Context: an optimization exercise on an open-source flow, tuned for small area and a short achievable clock period. The choices shown serve that exercise and are no tape-out recipe. At most, simulation tests tie the RTL to the original design; equivalence was not proved. Only the layout flow was run in run 1; the RTL was not checked for function there.

==> flow/design.v, too long to show whole: its modules and the start of the top module <==
// module Float8Mac16_3stage: 1227 lines
module Float8Mac16_3stage #(
    parameter int unsigned N_WAY  = 16,
    parameter int unsigned PADBIT = 10
)(
    input  logic               clk,
    input  logic               rst_n,
    input  logic [8*N_WAY-1:0] din_X,
    input  logic [8*N_WAY-1:0] din_W,
    input  logic               din_valid,
    output logic [15:0]        dout,
    output logic               dout_valid
);
  // ...
==> flow/run.sh <==
#!/bin/bash
# synth_recipe.tcl (not shown) runs the flow's synth.tcl, then flattens the netlist and writes it again
# the make line also repeats each setting of config.mk as NAME=value (left out here)
make -C /OpenROAD-flow-scripts/flow DESIGN_CONFIG=/design/flow/config.mk WORK_HOME=/design/flow/orfs CLKGATE_MAP_FILE= SYNTH_SCRIPT=/design/flow/synth_recipe.tcl finish
==> flow/config.mk <==
export PLATFORM = sky130hd
export DESIGN_NAME = Float8Mac16_3stage
export DESIGN_NICKNAME = Float8Mac16_3stage
export VERILOG_FILES = /design/flow/design.v
export SDC_FILE = /design/flow/constraint.sdc
export NUM_CORES = 4
export LEC_CHECK = 0
export CAP_MARGIN = 20
export CORE_MARGIN = 2
export CORE_UTILIZATION = 40
export PLACE_DENSITY = 0.6
export SLEW_MARGIN = 20
==> flow/constraint.sdc <==
create_clock -name core_clock -period 44.0 [get_ports {clk}]
set_input_delay 8.8000 -clock core_clock [delete_from_list [all_inputs] [get_ports {clk}]]
set_output_delay 8.8000 -clock core_clock [all_outputs]
set_load 0.01 [all_outputs]
==> summary.txt, run 1 <==
Register share of the cell area: 18.91%
First-pass GRT wire length: 265500 um
Top library cells by usage in the layout, fill and taps aside: sky130_fd_sc_hd__dfxtp_1, sky130_fd_sc_hd__nand2_1, sky130_fd_sc_hd__nor2_1, sky130_fd_sc_hd__inv_1, sky130_fd_sc_hd__a21oi_1
Filler Cell Count: 13050
Run status: timing/DRC/antenna clean
Largest cell class by area: multi-input combinational cells
Non-clock buffers: 296
Weighted congestion at the end of routability-driven global placement: 1.035
Number of antenna violations at the first check in global routing: 4
Cell with the most instances after synthesis: sky130_fd_sc_hd__dfxtp_1
Share of final layout cell area taken by non-clock buffers: 4.796%
Area fraction in compound gates after synthesis: 15.92%
GRT Overall Usage: 24.95%
Placed Instances: 8129
CP Data Arrival Time: 1.54 ns
R2r setup slk: 34.31 ns
Required time reported for the critical path endpoint: 35.20 ns
Worst Hold Class: reg -> reg
Relative max-transition margin: 19.24%
Post-route non-filler standard cell count: 8257
Top post-synthesis cells by area: sky130_fd_sc_hd__dfxtp_1, sky130_fd_sc_hd__fa_1, sky130_fd_sc_hd__ha_1
Final Worst Setup Slack: 33.66 ns
List of most frequent post-synthesis cells: sky130_fd_sc_hd__dfxtp_1, sky130_fd_sc_hd__nand2_1, sky130_fd_sc_hd__nor2_1
Simple-gate area share of the yosys netlist: 17.30%
Post-detailed-route count of antenna-violating nets: 0
Total number of nets in the final design: 7547
Mapped Cells: 6341
CTS Buf Count: 70
Synthesized flop and latch total: 572
Largest stage delay on the critical path: 0.54 ns
Area used by sequential logic in the layout: 0.01148 mm^2
==> run 2, diff against run 1 <==
--- a/flow/design.v
+++ b/flow/design.v
@@ -29,17 +29,32 @@
     generate
         for (K = 0; K < N_WAY; K = K + 1) begin : gen_front
             wire [3:0] ex = xq[8*K+6:8*K+3];
             wire [3:0] ew = wq[8*K+6:8*K+3];
             wire [2:0] fx = xq[8*K+2:8*K];
             wire [2:0] fw = wq[8*K+2:8*K];
             wire       hx = |ex;
             wire       hw = |ew;
-            assign pa[K] = {hx, fx} * {hw, fw};
+            wire [3:0] ma = {hx, fx}, mb = {hw, fw};
+            wire [3:0] pp0 = ma & {4{mb[0]}}, pp1 = ma & {4{mb[1]}};
+            wire [3:0] pp2 = ma & {4{mb[2]}}, pp3 = ma & {4{mb[3]}};
+            wire s10 = pp0[1] ^ pp1[0], c10 = pp0[1] & pp1[0];
+            wire s11 = pp0[2] ^ pp1[1] ^ c10, c11 = (pp0[2] & pp1[1]) | (c10 & (pp0[2] ^ pp1[1]));
+            wire s12 = pp0[3] ^ pp1[2] ^ c11, c12 = (pp0[3] & pp1[2]) | (c11 & (pp0[3] ^ pp1[2]));
+            wire s13 = pp1[3] ^ c12,          c13 = pp1[3] & c12;
+            wire s20 = s11 ^ pp2[0],          c20 = s11 & pp2[0];
+            wire s21 = s12 ^ pp2[1] ^ c20,    c21 = (s12 & pp2[1]) | (c20 & (s12 ^ pp2[1]));
+            wire s22 = s13 ^ pp2[2] ^ c21,    c22 = (s13 & pp2[2]) | (c21 & (s13 ^ pp2[2]));
+            wire s23 = c13 ^ pp2[3] ^ c22,    c23 = (c13 & pp2[3]) | (c22 & (c13 ^ pp2[3]));
+            wire s30 = s21 ^ pp3[0],          c30 = s21 & pp3[0];
+            wire s31 = s22 ^ pp3[1] ^ c30,    c31 = (s22 & pp3[1]) | (c30 & (s22 ^ pp3[1]));
+            wire s32 = s23 ^ pp3[2] ^ c31,    c32 = (s23 & pp3[2]) | (c31 & (s23 ^ pp3[2]));
+            wire s33 = c23 ^ pp3[3] ^ c32,    c33 = (c23 & pp3[3]) | (c32 & (c23 ^ pp3[3]));
+            assign pa[K] = {c33, s33, s32, s31, s30, s20, s10, pp0[0]};
             assign ea[K] = {1'b0, ex[3:1], ex[0] | ~hx} + {1'b0, ew[3:1], ew[0] | ~hw};
             assign sa[K] = xq[8*K+7] ^ wq[8*K+7];
             logic [1:0] lx, lw;
             logic [2:0] ax, aw;
             always_comb begin
                 if (hx)         begin lx = 2'd3; ax = fx;              end
                 else if (fx[2]) begin lx = 2'd2; ax = {fx[1:0], 1'b0}; end
                 else if (fx[1]) begin lx = 2'd1; ax = {fx[0], 2'b00};  end
==> flow/config.mk (replaced) <==
export PLATFORM = sky130hd
export DESIGN_NAME = Float8Mac16_3stage
export DESIGN_NICKNAME = Float8Mac16_3stage
export VERILOG_FILES = /design/flow/design.v
export SDC_FILE = /design/flow/constraint.sdc
export NUM_CORES = 4
export LEC_CHECK = 0
export ABC_AREA = 1
export CAP_MARGIN = 20
export CORE_MARGIN = 2
export CORE_UTILIZATION = 40
export PLACE_DENSITY = 0.6
export SLEW_MARGIN = 20
==> run 2 against run 1 <==
  * Sequential share of layout area up 1.3 points
  * Global-route usage fell by 1.3 points
  * Register-to-register slack better by 0.54 ns
  * Non-clock buffer count decreased by 14
  * Critical path type unchanged
  * Flip-flop and latch count unchanged
  * Worst hold slack worse by 0.0057 ns
  * Highest routed layer is now met4
  * Clock skew hardly changed
  * Fmax shrank 0.25%
==> summary.txt, run 2 <==
Max Fanout on Critical Path: 1
Number of antenna violations at the first check in global routing: 2 (-2)
Mapped Cells: 6647 (+4.8%)
Minimum period implied by the final worst setup slack: 10.37 ns
Die span in x: 358.3 um
Slowest cell on crit path: sky130_fd_sc_hd__clkdlybuf4s50_1
Required time reported for the critical path endpoint: 35.20 ns (about the same)
Area of the mapped netlist: 0.05022 mm^2
Largest registers: pb: 128 flops, wq: 128 flops, xq: 128 flops
Max Transition Viols Final: 0
Most frequent standard cell in the layout excluding fill and tap cells: sky130_fd_sc_hd__nand2_1
Biggest area consumer among synthesized cells: sky130_fd_sc_hd__dfxtp_1
Worst reg2reg path startpoint: xq[92]
CTS Buf Count: 72 (+2.9%)
Critical Path Stages: 1
Post-route design area: 0.05684 mm^2
Final core area utilization: 45.44%
Worst Setup Start Kind: flip-flop
Number of hold-slack violations in the final timing report: 0
Cell with the most instances after synthesis: sky130_fd_sc_hd__nand2_1
CP Data Arrival Time: 1.57 ns (+0.03 ns)
Multi-input logic area: 0.03357 mm^2
Top-area cell type share of the netlist area: 22.64%
Fraction of synthesis flops using an asynchronous set or reset pin: 0.6993%
Count of maximum capacitance violations: 0
Reg2Reg Capture Point: cm[4]
Proportion of synthesized chip area in sequential cells: 22.84%
R2r setup slk: 34.85 ns (+0.54 ns)
DRT Pass-1 Iters: 6
Per-cell routed wire length: 17.82 um
Wire length reported by the detailed router: 152500 um
Routed wl met2: 68700 um
Post-detailed-route count of antenna-violating nets: 0 (unchanged)
Number of ports placed on the die boundary: 276
Top post-synthesis cells by area: sky130_fd_sc_hd__dfxtp_1, sky130_fd_sc_hd__fa_1, sky130_fd_sc_hd__nand2_1
Layout cell share with drive strength beyond 1: 3.389%
Total number of nets in the final design: 7898 (+4.7%)
Global route overflow: 0
Crit share post-route: 23.56%
Placed Instances: 8424 (+3.6%)
Die Footprint: 0.1284 mm^2
Post-CTS repair timing setup buffer count: 0
Avg Synthesized Cell Area: 7.555 um^2
Transition time at the pin with the least slew margin: 1.069 ns
Final hold slack: 0.3256 ns
Source of the critical timing path: vld[3]
Antenna fix cells: 0
Most used DFF post-synth: sky130_fd_sc_hd__dfxtp_1
Largest net degree at the start of global routing: 25
Sink count of the clock tree: 572
Total number of vias: 43650
Metal-1 WL: 66930 um
Largest stage delay on the critical path: 0.53 ns (about the same)
Number of global-route vias before repair: 41790
Highest metal layer used by the detailed router: met4
Clock tree root driver cell: sky130_fd_sc_hd__clkbuf_16
Max Clk Rate: 0.09646 GHz
DP Wirelength: 129500 um
Clock network latency to the later pin of the worst-skew pair: 0.70 ns
Weighted congestion at the end of routability-driven global placement: 1.035 (about the same)
Initial Utilization: 40.15%
Die height: 358.3 um
Cell breakdown of the critical path: clkdlybuf4s50_1
GRT Overall Usage: 23.66% (-1.3 points)
Detailed-routed wire length on met3: 10510 um
Post-Syn Nets: 7697
Maximum level of the CTS H-tree: 3
Largest buffer count on any clock path: 3
Distinct cells, synth: 59
Area used by sequential logic in the layout: 0.01148 mm^2 (about the same)
Number of gates given a new drive strength after cts: 0
CP delay by family, top: buffers and inverters
Filler Cell Count: 12410 (-4.8%)
First-pass GRT wire length: 234300 um (-12%)
Relative max-transition margin: 28.18% (+8.9 points)
Type of the worst setup path: reg -> out
Count of port buffers added during placement: 275
Crit end category: output port
Clock slew seen by the registers of the worst setup and hold paths: 0.06 ns
Synth Warn #: 7
Area growth from synthesis to layout: 13.18%
Length in cells of the worst reg-to-reg path: 51
Hold-fix buffers, CTS: 0
Post-route clock skew: 0.04017 ns
Core Box Area: 0.1251 mm^2
Sum of negative setup slack: 0 ns
Total cell area at the placement stage: 0.05441 mm^2
Worst hold path stage count: 0
Unrepaired setup endpoints after global routing: false
List of most frequent post-synthesis cells: sky130_fd_sc_hd__nand2_1, sky130_fd_sc_hd__inv_1, sky130_fd_sc_hd__dfxtp_1
Synthesized flop and latch total: 572 (unchanged)
Row cnt: 130
Post-route non-filler standard cell count: 8554 (+3.6%)
Top library cells by usage in the layout, fill and taps aside: sky130_fd_sc_hd__nand2_1, sky130_fd_sc_hd__inv_1, sky130_fd_sc_hd__dfxtp_1, sky130_fd_sc_hd__nor2_1, sky130_fd_sc_hd__fa_1
Setup violation total in the final timing report: 0
Worst Hold Class: reg -> reg
Number of flops mapped to enable cells by yosys: 0
Iteration-0 DRC count of the detailed router: 3386
Sum of buffers and inverters on the critical path: 1
Clock tree from TritonCTS: yes
Worst setup path endpoint: dout_valid
Run status: timing/DRC/antenna clean
Via-to-Cell Ratio: 5.102
Detailed-route DRC error count: 0
[run 2: cells by family after synthesis]
group / count (synthesis) / synth area share [%]
buf+inv: 1353 / 10.32
compound gates: 949 / 10.80
fa+ha+maj: 791 / 26.78
mux: 35 / 0.6976
xor+xnor: 437 / 7.704
flops: 572 / 22.84
simple gates: 2510 / 20.85
[run 2: stage by stage]
step                      setup slack [ns]
final                                33.63
after global routing                 33.58
after CTS                            33.56
after detailed placement             34.34
after global placement               34.34
after floorplan                      34.82
[run 2: area by class of cell]
class                           count  area share [%]
Sequential cell                   572           20.19
Timing Repair Buffer              282           4.935
Tap cell                         1650           3.632
Clock inverter                     38          0.7154
Inverter                         1198           7.912
Multi-Input combinational cell   4722           59.06
Clock buffer                       92           3.553
[run 2: metal layers]
layer | vias up | GRT usage [%]
met5 | - | 0
met4 | 0 | 9.582
met3 | 269 | 3.609
met2 | 1403 | 38.21
met1 | 20600 | 31.66
li1 | 21380 | -
[run 2: how the worst min path moves through the flow]
stage	start	end	slack [ns]
after floorplan	mb[1]	mc[1]	0.31
after global placement	mb[1]	mc[1]	0.31
after detailed placement	nneg_m[4]	uc[22]	0.31
after CTS	nneg_m[4]	uc[22]	0.33
after global routing	nneg_m[3]	uc[21]	0.33
final	mb[1]	mc[1]	0.33
==> run 3, diff against run 2 <==
==> flow/flow/run.sh (new file) <==
#!/bin/bash
# The standard layout, with the port buffers made of sky130_fd_sc_hd__buf_2
# instead of the cell buffer_ports picks by default (clkdlybuf4s50_1, a delay cell).
set -euo pipefail
echo 'export BUFFER_PORTS_ARGS = -buffer_cell sky130_fd_sc_hd__buf_2' >> config.mk
bash standard.sh > flow.log 2>&1
==> flow/standard.sh (new file) <==
#!/bin/bash
# synth_recipe.tcl (not shown) runs the flow's synth.tcl, then flattens the netlist and writes it again
# the make line also repeats each setting of config.mk as NAME=value (left out here)
make -C /OpenROAD-flow-scripts/flow DESIGN_CONFIG=/design/flow/config.mk WORK_HOME=/design/flow/orfs CLKGATE_MAP_FILE= SYNTH_SCRIPT=/design/flow/synth_recipe.tcl "${@:-finish}"
--- a/flow/config.mk
+++ b/flow/config.mk
@@ -11,3 +11,4 @@
 export CORE_UTILIZATION = 40
 export PLACE_DENSITY = 0.6
 export SLEW_MARGIN = 20
+export BUFFER_PORTS_ARGS = -buffer_cell sky130_fd_sc_hd__buf_2
removed: flow/run.sh
==> run 3 against run 2 <==
  * Still clean
  * Via count decreased by 0.74%
  * Synthesized cell count unchanged
  * Worst setup slack better by 0.40 ns
  * Die area stayed put
  * Critical path type unchanged
  * Critical endpoint unchanged
  * Largest cell class unchanged
==> summary.txt, run 3 <==
Run status: timing/DRC/antenna clean
Cell breakdown of the critical path: buf_2
CP Data Arrival Time: 1.16 ns (-0.41 ns)
Detailed-route DRC error count: 0 (unchanged)
Largest buffer count on any clock path: 3 (unchanged)
Unrepaired setup endpoints after global routing: false
Number of ports placed on the die boundary: 276 (unchanged)
Avg Synthesized Cell Area: 7.555 um^2 (unchanged)
Area growth from synthesis to layout: 10.64%
Minimum period implied by the final worst setup slack: 9.963 ns (-0.4043 ns)
Number of antenna violations at the first check in global routing: 4 (+2)
Synth Warn #: 7 (unchanged)
Area of the mapped netlist: 0.05022 mm^2 (unchanged)
Post-CTS repair timing setup buffer count: 0 (unchanged)
Most frequent standard cell in the layout excluding fill and tap cells: sky130_fd_sc_hd__nand2_1
Post-Syn Nets: 7697 (unchanged)
Met3 layer usage reported by global route: 3.015% (-0.59 points)
Top library cells by usage in the layout, fill and taps aside: sky130_fd_sc_hd__nand2_1, sky130_fd_sc_hd__inv_1, sky130_fd_sc_hd__dfxtp_1, sky130_fd_sc_hd__nor2_1, sky130_fd_sc_hd__fa_1
Mapped Cells: 6647 (unchanged)
Worst Hold Class: reg -> reg
Core Box Area: 0.1251 mm^2 (unchanged)
First-pass GRT wire length: 233600 um (-0.33%)
Clock tree from TritonCTS: yes
Multi-input logic area: 0.03356 mm^2 (about the same)
DRT Pass-1 Iters: 8 (+2)
List of most frequent post-synthesis cells: sky130_fd_sc_hd__nand2_1, sky130_fd_sc_hd__inv_1, sky130_fd_sc_hd__dfxtp_1
Iteration-0 DRC count of the detailed router: 3529 (+4.2%)
Biggest area consumer among synthesized cells: sky130_fd_sc_hd__dfxtp_1
Clock network latency to the later pin of the worst-skew pair: 0.70 ns (about the same)
Clock tree root driver cell: sky130_fd_sc_hd__clkbuf_16
Fraction of synthesis flops using an asynchronous set or reset pin: 0.6993% (unchanged)
CP delay by family, top: flip-flops
Clock slew seen by the registers of the worst setup and hold paths: 0.06 ns (about the same)
Required time reported for the critical path endpoint: 35.20 ns (about the same)
Count of port buffers added during placement: 275 (unchanged)
Area used by sequential logic in the layout: 0.01148 mm^2 (unchanged)
GRT Overall Usage: 23.64% (about the same)
Sink count of the clock tree: 572 (unchanged)
Setup WS pre-CTS: 34.74 ns (+0.3966 ns)
Total cell area at the placement stage: 0.05302 mm^2 (-2.5%)
Global route overflow: 0 (unchanged)
Antenna fix cells: 0 (unchanged)
Crit end category: output port
Peak-usage layer in the global routing report: met2
Post-route design area: 0.05556 mm^2 (-2.2%)
Synthesized flop and latch total: 572 (unchanged)
Max Clk Rate: 0.1004 GHz (+4.1%)
Top-area cell type share of the netlist area: 22.64% (unchanged)
DP Wirelength: 128400 um (-0.81%)
Cell with the most instances after synthesis: sky130_fd_sc_hd__nand2_1
Hold-fix buffers, CTS: 0 (unchanged)
Post-detailed-route count of antenna-violating nets: 0 (unchanged)
Weighted congestion at the end of routability-driven global placement: 1.016 (-1.8%)
Final hold slack: 0.3270 ns (+0.001317 ns)
Worst Setup Start Kind: flip-flop
Largest registers: pb: 128 flops, wq: 128 flops, xq: 128 flops
Sum of negative setup slack: 0 ns (unchanged)
Initial Utilization: 40.15% (unchanged)
Setup violation total in the final timing report: 0 (unchanged)
Count of maximum capacitance violations: 0 (unchanged)
Placed Instances: 8423 (-0.012%)
Max Transition Viols Final: 0 (unchanged)
Number of gates given a new drive strength after cts: 0 (unchanged)
Largest net degree at the start of global routing: 25 (unchanged)
Total number of vias: 43320 (-0.74%)
Most used DFF post-synth: sky130_fd_sc_hd__dfxtp_1
Maximum level of the CTS H-tree: 3 (unchanged)
Crit share post-route: 22.64% (-0.92 points)
Distinct cells, synth: 59 (unchanged)
Post-route non-filler standard cell count: 8552 (-0.023%)
Number of global-route vias before repair: 41230 (-1.3%)
Die height: 358.3 um (unchanged)
Transition time at the pin with the least slew margin: 1.283 ns (+0.2141 ns)
Total number of nets in the final design: 7896 (-0.025%)
Type of the worst setup path: reg -> out
Layout cell share with drive strength beyond 1: 7.331% (+3.9 points)
Relative max-transition margin: 13.80% (-14 points)
Per-cell routed wire length: 17.82 um (about the same)
Max Fanout on Critical Path: 1 (unchanged)
Largest stage delay on the critical path: 0.35 ns (-0.18 ns)
Filler Cell Count: 12620 (+1.7%)
Number of flops mapped to enable cells by yosys: 0 (unchanged)
Global routing usage on met2: 38.07% (-0.13 points)
Die Footprint: 0.1284 mm^2 (unchanged)
CTS Buf Count: 71 (-1.4%)
Via-to-Cell Ratio: 5.066 (-0.72%)
Sum of buffers and inverters on the critical path: 1 (unchanged)
Slowest cell on crit path: sky130_fd_sc_hd__dfrtp_1
Die span in x: 358.3 um (unchanged)
Row cnt: 130 (unchanged)
Number of hold-slack violations in the final timing report: 0 (unchanged)
Top post-synthesis cells by area: sky130_fd_sc_hd__dfxtp_1, sky130_fd_sc_hd__fa_1, sky130_fd_sc_hd__nand2_1
GR Util met1: 32.46% (+0.79 points)
Wire length reported by the detailed router: 152400 um (about the same)
Final Worst Setup Slack: 34.04 ns (+0.4043 ns)
Post-route clock skew: 0.03915 ns (-0.001015 ns)
Proportion of synthesized chip area in sequential cells: 22.84% (unchanged)
run 3: per-layer routing:
metal | vias up | share of wire, %
met1 | 20300 | 45
met5 | - | 0
met2 | 1434 | 45
met3 | 210 | 6.1
met4 | 0 | 3.5
li1 | 21380 | -
run 3: final cells by class:
| type | count | share of cell area (%) |
|---|---|---|
| Clock buffer | 94 | 3.725 |
| Tap cell | 1650 | 3.716 |
| Clock inverter | 35 | 0.8467 |
| Timing Repair Buffer | 281 | 2.558 |
| Inverter | 1198 | 8.093 |
| Multi-Input combinational cell | 4722 | 60.41 |
| Sequential cell | 572 | 20.66 |
run 3: metrics by stage:
step	utilization (%)
after CTS	44.42
final	44.42
after floorplan	-
after global placement	42.39
after global routing	44.42
after detailed placement	42.39
run 3: cell families (layout without fill, tap and decap cells):
| family | count (synthesis) | in the layout | synth area share, % |
|---|---|---|---|
| simple gates | 2510 | 2510 | 20.85 |
| buf+inv | 1353 | 1608 | 10.32 |
| compound gates | 949 | 949 | 10.80 |
| fa+ha+maj | 791 | 791 | 26.78 |
| flops | 572 | 572 | 22.84 |
| xor+xnor | 437 | 437 | 7.704 |
| mux | 35 | 35 | 0.6976 |
run 3: path summary, 6_finish.rpt:
check,slack (ns),depth (start not counted),endpoint,start
setup / recovery,34.04,1,dout_valid,vld[3]
hold / removal,0.33,0,uc[21],nneg_m[3]
setup reg to reg,35.05,51,cm[4],wq[36]
hold reg to reg,0.33,0,uc[21],nneg_m[3]
max in group asynchronous,35.98,1,vld[0],rst_n
min in group asynchronous,7.91,1,vld[3],rst_n

re-timing with driven ports:
No port has a modelled driver above. Below, the same layouts with a new extraction and two added sets of constraints. Step 1 assumes that a clkbuf_16 drives the clock port and a buf_2 every other input. Step 2 moves the port delays by t, midway between the first and last clock arrival at a register: inputs arrive t later, outputs are due t later. That takes back most of the time a late clock gives input paths. Three values: ideal ports, drivers, drivers and shift; two values: the first two.
| run | t (ns) | setup slack, ns | clock arrival spread, ns | cell pins on the clock port's net |
|---|---|---|---|---|
| run 1 | 0.760 | 33.659 / 33.580 / 34.308 | 0.041 / 0.041 | 1 |
| run 2 | 0.763 | 33.633 / 33.553 / 34.316 | 0.041 / 0.040 | 1 |
| run 3 | 0.752 | 34.037 / 33.962 / 34.714 | 0.042 / 0.042 | 1 |
After both steps every run listed still meets setup and hold.
